Background: an optimization exercise with open tools, aiming at small area, a short achievable clock period and few clock cycles per item. Do not read the settings as production practice. RTL that was checked went through simulation tests only; none was proved equivalent to the original. No activity file was given, so power comes from the tool's default toggle rates.

==> juniper <==
==> flow/design.v (excerpt) <==
module lut_master #(parameter data_width = 16) (
		input wire clk,
		input wire reset,
		input wire req,
		input wire [8 - 1 : 0] lut_handle,
		input wire [data_width - 1 : 0] req_arg,
		output wire [data_width - 1 : 0] data_out,
		output reg valid,
		output reg invalid_request
	);
==> module lut_master, before the edit <==
module lut_master #(parameter data_width = 16) (
		input wire clk,
		input wire reset,
		input wire req,
		input wire [8 - 1 : 0] lut_handle,
		input wire [data_width - 1 : 0] req_arg,
		output wire [data_width - 1 : 0] data_out,
		output reg valid,
		output reg invalid_request
	);
	wire handle_ok = (lut_handle[8 - 1 : 1] == 0);
	wire is_tanh   = lut_handle[0];
	always @(posedge clk) begin
		if (reset) begin
			invalid_request <= 0;
			valid <= 0;
		end
		else begin
			if (req && !handle_ok)
				invalid_request <= 1;
			valid <= req && handle_ok && !invalid_request;
		end
	end
	wire       mirror = is_tanh ? req_arg[15] : req_arg[13];
	wire       neg    = is_tanh ? req_arg[15] : req_arg[14];
	wire [3:0] frac   = is_tanh ? req_arg[4:1] : req_arg[3:0];
	wire [22:0] k;
	wire [13:0] c1;
	wire [5:0]  c2;
	wire [15:0] ya, yb;
	wire        c7;
	wire [7:0]  dh;
	wire        e;
	lut_coef_rom coef (
		.is_tanh(is_tanh),
		.sa(req_arg[12:8] ^ {5{req_arg[13]}}),
		.ta(req_arg[14:9] ^ {6{req_arg[15]}}),
		.k(k), .c1(c1), .c2(c2)
	);
	lut_eval eval (
		.k(k), .c1(c1), .c2(c2),
		.is_tanh(is_tanh),
		.xs({req_arg[13], req_arg[7:4]}),
		.xt({req_arg[15], req_arg[8:5]}),
		.mirror(mirror),
		.neg(neg),
		.ya(ya), .yb(yb), .c7(c7), .dh(dh), .e(e)
	);
	reg [15:0] ya_r, yb_r;
	reg        c7_r;
	reg [7:0]  dh_r;
	reg        e_r;
	reg [3:0]  frac_r;
	reg        mirror_r;
	reg        neg_r;
	always @(posedge clk) begin
		ya_r     <= ya;
		yb_r     <= yb;
		c7_r     <= c7;
		dh_r     <= dh;
		e_r      <= e;
		frac_r   <= frac;
		mirror_r <= mirror;
		neg_r    <= neg;
	end
	lut_interp interp (
		.ya(ya_r), .yb(yb_r), .c7(c7_r), .dh(dh_r), .e(e_r),
		.frac(frac_r),
		.mirror(mirror_r),
		.neg(neg_r),
		.interpolated(data_out)
	);
endmodule
Settings: LEC_CHECK=0, ABC_AREA=1, CAP_MARGIN=20, CORE_MARGIN=2, CORE_UTILIZATION=45, PLACE_DENSITY=0.6, SETUP_SLACK_MARGIN=2.0, SLEW_MARGIN=20, SYNTH_MEMORY_MAX_BITS=70000; clock period 8.0 ns.
standard.sh (not shown) runs the stock make flow with config.mk's settings and CLKGATE_MAP_FILE= SYNTH_SCRIPT=/design/flow/synth_recipe.tcl, a recipe that flattens the netlist after the stock synthesis.
==> flow/flow/run.sh <==
#!/bin/bash
# Standard layout, with two changes: the input and output ports are buffered
# by buf_4 cells instead of the delay buffers buffer_ports picks by default,
# and synthesis leaves the adders to abc instead of mapping them to the
# platform's full/half adder cells (the registers are the standard ones).
set -euo pipefail
bash standard.sh "BUFFER_PORTS_ARGS=-buffer_cell sky130_fd_sc_hd__buf_4" "ADDER_MAP_FILE=" finish > make_finish.log 2>&1
==> xenon: changes against juniper <==
--- a/flow/design.v
+++ b/flow/design.v
@@ -586,4 +586,5 @@
 	wire       mirror = is_tanh ? req_arg[15] : req_arg[13];
 	wire       neg    = is_tanh ? req_arg[15] : req_arg[14];
+	wire [9:0] pair_a = (is_tanh ? req_arg[14:5] : {1'b0, req_arg[12:4]}) ^ {10{mirror}};
 	wire [3:0] frac   = is_tanh ? req_arg[4:1] : req_arg[3:0];
 	wire [22:0] k;
@@ -594,10 +595,5 @@
 	wire [7:0]  dh;
 	wire        e;
-	lut_coef_rom coef (
-		.is_tanh(is_tanh),
-		.sa(req_arg[12:8] ^ {5{req_arg[13]}}),
-		.ta(req_arg[14:9] ^ {6{req_arg[15]}}),
-		.k(k), .c1(c1), .c2(c2)
-	);
+	lut_coef_rom coef (.is_tanh(is_tanh), .sa(req_arg[12:8] ^ {5{req_arg[13]}}), .ta(req_arg[14:9] ^ {6{req_arg[15]}}), .k(k), .c1(c1), .c2(c2));
 	lut_eval eval (
 		.k(k), .c1(c1), .c2(c2),
==> summary of the runs <==
- Against juniper, the critical path depth of xenon is higher by 1.
- juniper finished with timing, DRC and antenna clean. xenon passed the timing, DRC and antenna checks.
- Of juniper and xenon, juniper has the higher power (gap 10%, measured against xenon).
- Cell count: juniper is larger than xenon (about 2%).
- In juniper the first-iteration DRC count is lower than in xenon, by 0.38%.
- In sequential cell count, juniper and xenon do not differ.
- Register-to-register slack is about the same in xenon and juniper.
==> figures <==
Simple-gate share of the synthesized area: juniper 57.73%; xenon 58.05%
Worst path required time: juniper 8.25 ns; xenon 8.17 ns
Sequential cell area share: juniper 5.870%; xenon 6.031%
Post-route cell area: juniper 14030 um2; xenon 13630 um2
Via-to-Cell Ratio: juniper 5.628; xenon 5.662
Netlist area before placement: juniper 13130 um2; xenon 12750 um2
Fraction of power consumed by the clock network: juniper 4.5%; xenon 4.2%
Die height: juniper 174.8 um; xenon 172.3 um
Power attributed to the clock group: juniper 273 uW; xenon 230 uW
Drt pass-1 iters: juniper 7; xenon 6
Bufs and invs on worst path: juniper 5; xenon 3
Area after DPL: juniper 13640 um2; xenon 13320 um2
Outcome: juniper no timing/DRC/antenna violations; xenon no timing/DRC/antenna violations
Testbench counts of juniper, summed over its fixed seeds: cycles 12,008, items 12,000.
Only the layout flow was run in xenon; the RTL was not checked for function there.

-- what the ideal ports hide --
The flow's constraints put no driver on any port. The routed layouts listed below were extracted and timed again, unchanged, in two steps. Step 1, drivers: a clkbuf_16 drives clk and a buf_2 each remaining input, both assumed. Step 2, shift: input delay + t, output delay - t, t = (earliest + latest rising clock arrival at the registers) / 2. This alone moves slack from input paths to output paths. a / b / c = no drivers / after step 1 / after step 2; a / b = the first two.
run	t (ns)	slack for setup (ns)	clock arrival spread, ns
juniper	0.350	2.327 / 2.311 / 2.001	0.008 / 0.008
xenon	0.327	2.254 / 2.274 / 1.947	0.010 / 0.009
After both steps setup and hold are still met in every run listed. For juniper, which loses most, drivers alone change the setup slack by -0.016 ns; drivers and shift together by -0.326 ns.
